This is an optimization exercise on Yosys and OpenROAD, whose aim is small area, not a production implementation.
Function not checked in this run: the RTL went through the layout flow alone.
Power is estimated from default activity; no workload was simulated.

==> design/flow/design.v <==
`timescale 1ns / 1ps
module apb_master#(parameter addr_width =5 , data_width = 16) (
    input bit pclk,                   
    input bit preset_n,               
    input logic pready,               
    input logic transfer,             
    input logic [data_width - 1 : 0] prdata,  
    input logic [addr_width - 1 : 0] apb_paddr,  
    input logic [data_width - 1 : 0] apb_pwdata,  
    input logic apb_control,          
    output logic [addr_width - 1 : 0] paddr,  
    output logic pselx,               
    output bit penable,               
    output logic pwrite,              
    output logic [data_width - 1 : 0] pwdata,  
    output logic [data_width / 8 - 1 : 0] pstrb,  
    output logic [data_width - 1 : 0] apb_prdata  
);
localparam logic [2:0] idle   = 3'b001;  
localparam logic [2:0] setup  = 3'b010;  
localparam logic [2:0] access = 3'b100;  
logic [2:0] present_state, next_state;   
logic [data_width - 1 : 0] temp_apb_prdata;
always_ff @(posedge pclk, negedge preset_n) begin
    if (!preset_n)
        present_state <= idle;       
    else
        present_state <= next_state;  
end
always_comb begin
    case (present_state)
        idle: begin
            if (transfer) begin
                next_state = setup;
            end else begin
                next_state = idle;
            end
        end
        setup: begin
            if (transfer) begin 
                next_state = access;
            end else begin
                next_state = idle;
            end
        end
        access: begin
            if (pready == 'b1) begin
                next_state = idle;
            end else begin
                next_state = access;  
            end
        end
        default: next_state = idle;   
    endcase
end
always_comb begin
    case (present_state)
        idle: begin
            pselx   = 'b0;   
            penable = 'b0;   
        end
        setup: begin
            pselx   = 'b1;   
            penable = 'b0;   
        end
        access: begin
            pselx   = 'b1;   
            penable = 'b1;   
        end
        default: begin
            pselx   = 'b0;
            penable = 'b0;
        end
    endcase
end           
always_comb begin
    if ((present_state == setup) || (present_state == access)) begin
        paddr = apb_paddr;  
        if (apb_control) begin  
            pwdata = apb_pwdata;
        end else begin  
            pwdata = 'b0;
        end
    end else begin  
        paddr = 'b0;
        pwdata = 'b0;
    end
end
always_ff @(posedge pclk, negedge preset_n) begin
    if (!preset_n) begin
        temp_apb_prdata <= '0;
    end else if (pready && !apb_control) begin
        temp_apb_prdata <= prdata;
    end
end
always_comb begin
    if (pwrite && pselx && penable) begin
        pstrb = {data_width / 8 {1'b1}};
    end else begin
        pstrb = 'b0;  
    end
end
assign pwrite = apb_control;
assign apb_prdata=temp_apb_prdata;
endmodule
`timescale 1ns / 1ps
module apb_slave#(
    parameter addr_width = 5,
    parameter data_width = 16
)(
    input  logic pclk,
    input  logic preset_n,
    input  logic pselx,
    input  logic penable,
    input  logic pwrite,
    input  logic [addr_width - 1 : 0] paddr,
    input  logic [data_width - 1 : 0] pwdata,
    output logic [data_width - 1 : 0] apb_spwdata,
    output logic [data_width - 1 : 0] prdata,
    output logic pready
);
    logic [data_width-1:0] mem [0:2**addr_width]; 
    typedef enum logic [1:0] {
        IDLE = 2'b00,
        SETUP = 2'b01,
        ACCESS = 2'b10
    } state_t;
    state_t present_state, next_state;
    always_ff @(posedge pclk or negedge preset_n) begin
        if (!preset_n)
            present_state <= IDLE;
        else
            present_state <= next_state;
    end 
    always_comb begin
        case (present_state)
            IDLE: begin
                if (pselx && !penable)  
                    next_state = SETUP;
                else
                    next_state = IDLE;
            end
            SETUP: begin
                if (pselx && penable)  
                    next_state = ACCESS;
                else
                    next_state = IDLE;
            end
            ACCESS: begin
                if (!pselx)  
                    next_state = IDLE;
                else
                    next_state = SETUP;  
            end
            default: next_state = IDLE;
        endcase
    end
    always_ff @(posedge pclk or negedge preset_n) begin
        if (!preset_n)
            pready <= 1'b0;
        else if (present_state == ACCESS)
            pready <= 1'b1;
        else
            pready <= 1'b0;
    end
    always_ff @(posedge pclk) begin
       if (pready && pwrite) begin
            mem[paddr] <= pwdata;
            apb_spwdata <= pwdata;
        end
    end
    always_ff @(posedge pclk) begin
        if (pready && !pwrite)
            prdata <= mem[paddr];
    end
endmodule
`timescale 1ns / 1ps
module apb_wrapper#(parameter addr_width = 5, data_width = 16)(
    input bit pclk,                   
    input bit preset_n,               
    input logic transfer,  
    input logic [addr_width - 1 : 0] apb_paddr,  
    input logic [data_width - 1 : 0] apb_pwdata,  
    input logic apb_control ,         
    output logic [data_width - 1 : 0] apb_spwdata,   
    output logic [data_width - 1 : 0] apb_prdata  
    );
    logic [addr_width-1:0] paddr;
    logic pselx;
    bit penable;
    logic pwrite;
    logic [data_width-1:0] pwdata;
    logic [data_width/8-1:0] pstrb; 
    logic                    pready;
    logic [data_width -1:0]  prdata;
    apb_master #(.addr_width(addr_width), .data_width(data_width)) DUT (
        .pclk(pclk),
        .preset_n(preset_n),
        .pready(pready),
        .transfer(transfer),
        .prdata(prdata),
        .apb_paddr(apb_paddr),
        .apb_pwdata(apb_pwdata),
        .apb_control(apb_control),
        .paddr(paddr),
        .pselx(pselx),
        .penable(penable),
        .pwrite(pwrite),
        .pwdata(pwdata),
        .pstrb(pstrb),
        .apb_prdata(apb_prdata)
    );
     apb_slave #(
        .addr_width(addr_width),
        .data_width(data_width)
    ) dut (
        .pclk       (pclk),
        .preset_n   (preset_n),
        .pselx      (pselx),
        .penable    (penable),
        .pwrite     (pwrite),
        .paddr      (paddr),
        .pwdata     (pwdata),
        .apb_spwdata(apb_spwdata),
        .prdata     (prdata),
        .pready     (pready)
    );
endmodule
==> design/flow/run.sh <==
#!/bin/bash
# synth_recipe.tcl (not shown) runs the flow's synth.tcl, then flattens the netlist and writes it again
# the make line also repeats each setting of config.mk as NAME=value (left out here)
make -C /OpenROAD-flow-scripts/flow DESIGN_CONFIG=/design/flow/config.mk WORK_HOME=/design/flow/orfs CLKGATE_MAP_FILE= SYNTH_SCRIPT=/design/flow/synth_recipe.tcl finish
==> design/flow/config.mk <==
export PLATFORM = sky130hd
export DESIGN_NAME = apb_wrapper
export DESIGN_NICKNAME = apb_wrapper
export VERILOG_FILES = /design/flow/design.v
export SDC_FILE = /design/flow/constraint.sdc
export NUM_CORES = 4
export LEC_CHECK = 0
export CAP_MARGIN = 20
export CORE_MARGIN = 2
export CORE_UTILIZATION = 40
export SLEW_MARGIN = 20
==> design/flow/constraint.sdc <==
create_clock -name core_clock -period 5.0 [get_ports {pclk}]
set_input_delay 1.0000 -clock core_clock [delete_from_list [all_inputs] [get_ports {pclk}]]
set_output_delay 1.0000 -clock core_clock [all_outputs]
set_load 0.01 [all_outputs]
==> impl_metrics.json <==
{
  "insertion_delay_ns": 0.59,
  "slew_headroom_pct": 23.4,
  "diodes": 0,
  "slowest_delay_ns": 0.66,
  "gp_congestion": 0.843,
  "crit_chain": "clkdlybuf4s50_1, nor3_1, buf_4, or3_2, buf_4, a222oi_1, nand4_1, a21oi_1, o21ai_0",
  "grt_pass1_vias": 11693,
  "post-cts-setup-buffers": 0,
  "die_area_um2": 54600,
  "cts_buffer_depth": 3,
  "coreArea_um2": 52300,
  "fmax_mhz": 261,
  "syn_to_final_growth_pct": 18.4,
  "cts_tree": "done",
  "cpMostUsedCell": "buf_4",
  "die_w_um": 234,
  "avgSynthCellArea_um2": 17.3,
  "post-dp-hpwl_mm": 35.1,
  "start_kind": "input pin",
  "grt_pass1_wl_mm": 82.2,
  "critPathKind": "in -> reg",
  "drt_iter0_markers": 1698,
  "routed_via_density": 5.77,
  "via_count": 12084,
  "ir_drop_v": 0.000233,
  "yosysWarningCount": 2,
  "ys_seq_area_share_pct": 80.1,
  "synth_seq_cells": 566,
  "ant_nets": 0,
  "cp.arrival_ns": 4.13,
  "utilization_pct": 47.7,
  "syn_area_um2": 21100,
  "synth_edf_count": 544,
  "met3_usage_pct": 3.91,
  "clock_skew_ns": 0.0196,
  "synth_cells": 1220,
  "synth_nets": 1245,
  "rows": 84,
  "use_met1_pct": 29.0,
  "overflow": 0,
  "dp.cells": 1994,
  "outcome": "finished clean",
  "rsz0062_at_grt": "false",
  "min_period_ns": 3.84,
  "final_common_cell": "edfxtp_1",
  "drc": 0,
  "met2_usage_pct": 33.7,
  "busiest_layer": "met2",
  "avgRoutedWirePerCell_um": 27.3,
  "port_buffers": 56,
  "ctsRootBufferMaster": "clkbuf_16",
  "final_cell_mix": "544 x edfxtp_1, 120 x a22oi_1, 97 x buf_4, 85 x nand2_1, 55 x clkdlybuf4s50_1",
  "grt_max_degree": 43,
  "total_power_mw": 10.2,
  "hp-class": "in -> async",
  "ys_types": 48,
  "setup_tns_ns": 0,
  "cts_hold_buffers": 0,
  "fp.dieH_um": 234,
  "layout.nets": 1386,
  "slew_viol_final": 0,
  "synthArstFlopShare_pct": 3.89,
  "power.leakage_nw": 8.72,
  "grt_usage_pct": 21.0,
  "powerDensity_nw_per_um2": 409,
  "clkTransAtPathRegs_ns": 0.06,
  "antenna_found_initial": 0,
  "start_util_pct": 40.3,
  "tightestPinTransition_ns": 1.14,
  "routed_wl_mm": 57.2,
  "critPathCaptureType": "flop",
  "hold_violations": 0,
  "cap_violations": 0,
  "drive_above_1_share_pct": 15.9,
  "setup_viol": 0,
  "required_ns": 5.29,
  "cp_max_fo": 22,
  "pin_count": 57,
  "h-tree-depth": 2,
  "clock_sinks": 566,
  "drtPass1Iterations": 5,
  "yosys_most_used_dff": "edfxtp_1",
  "fin_crit_sh_pct": 76.8,
  "cts_resized": 0,
  "cts_buffers": 53,
  "critPathSlowestCell": "clkdlybuf4s50_1",
  "instances_no_fill": 2093
}
## synth_stat cells, types with 8 or more instances
cell      number  area (µm²)
a21oi_1       41         205
clkbuf_1      40         150
buf_2         22         110
nor3_1        10        50.1
a221oi_1       8        70.1
nand3_1       10        50.1
a22oi_1      120         901
o21ai_0       33         165
a22o_1        11        96.3
mux2_2        22         248
o22ai_1       12        75.1
edfxtp_1     544       16300
mux2i_1       43         430
nand4_1       11        68.8
a222oi_1      18         180
a41oi_1       16         140
buf_1          9        33.8
nand2_1       86         323
dfrtp_1       21         526
nor2_1        50         188
and3_1        23         144
## stage by stage
stage               area, µm²  worst slack [ns]  hold WS, ns
global route            25000              1.04        0.424
detailed placement      23100             0.621        0.453
floorplan               21100              1.84        0.419
finish                  25000              1.16        0.391
CTS                     25000              1.22        0.458
global placement        23100             0.704        0.434
## area by class of cell
cell class	count	area (µm²)
fill	4344	27400
sequential	566	16900
multi-input combinational	578	3920
timing repair buffer	159	1400
clock buffer	62	1360
tap	688	861
clock inverter	37	523
inverter	3	11.3
## registers in the layout, indices dropped and copies added, names as in the netlist
signal	count
DUT.temp_apb_prdata	16
dut.mem	512
dut.pready	1
DUT.present_state	3
dut.apb_spwdata	16
dut.prdata	16
dut.present_state	2
## routing by layer
layer | vias up | part of all wire [%]
li1 | 5241 | -
met1 | 6185 | 41
met2 | 560 | 48
met3 | 98 | 8.4
met4 | 0 | 3.0
met5 | - | 0
## logic make-up after synthesis
family / count (synthesis) / share of synthesized area [%]
flip-flops: 566 / 80.1
AO/OA/AOI/OAI: 295 / 10.1
AND/OR/NAND/NOR: 213 / 4.63
buffers and inverters: 76 / 1.54
multiplexers: 68 / 3.54
XOR/XNOR: 2 / 0.0831
## critical path: cells and delay by family
family / cells / cell delay (ns)
AND/OR/NAND/NOR: 3 / 0.91
AO/OA/AOI/OAI: 3 / 1.03
buffers and inverters: 3 / 1.17
## path summary, 6_finish.rpt
path	start	end	slack [ns]	cells after the start
max	apb_paddr[2]	dut.prdata[12]$_DFFE_PP_	1.16	9
min	preset_n	DUT.temp_apb_prdata[6]$_DFFE_PN0P_	0.39	1
max reg2reg	DUT.present_state[1]$_DFF_PN0_	dut.prdata[12]$_DFFE_PP_	1.57	8
min reg2reg	dut.present_state[0]$_DFF_PN0_	dut.pready$_DFF_PN0_	0.46	1
max in group asynchronous	preset_n	DUT.present_state[0]$_DFF_PN1_	4.25	1
min in group core_clock	dut.present_state[0]$_DFF_PN0_	dut.pready$_DFF_PN0_	0.46	1
## report_power, final
group	internal (mW)	switching, mW	leakage, nW	total, mW
Combinational	0.193	0.418	2.04	0.610
Clock	2.62	1.73	0.915	4.35
Sequential	5.22	0.0284	5.76	5.25
Total	8.04	2.17	8.72	10.2

-- port drivers added, routing unchanged --
In the flow no input, the clock included, has a driving cell. The finished layout below was timed again as built, in two steps.
Step 1 (the two cells are an assumption about what drives the block):
set clk [get_ports {pclk}]
set_driving_cell -lib_cell sky130_fd_sc_hd__clkbuf_16 $clk
set_driving_cell -lib_cell sky130_fd_sc_hd__buf_2 [delete_from_list [all_inputs] $clk]
Step 2 also shifts input and output timing later by t, the mid clock arrival at the registers, as if the neighbouring blocks saw the same clock.
Slacks: ideal / step 1 / step 2; pairs: ideal / step 1.
t (ns): 0.645
slack for setup (ns): 1.162 / 1.197 / 0.552
worst setup path after step 2: input to register
latest minus earliest clock arrival (ns): 0.023 / 0.023
worst data-port slew with drivers (ns): 0.03
After both steps this run still meets setup and hold. The setup slack of this run moves by +0.035 ns with the drivers and by -0.610 ns with both steps.
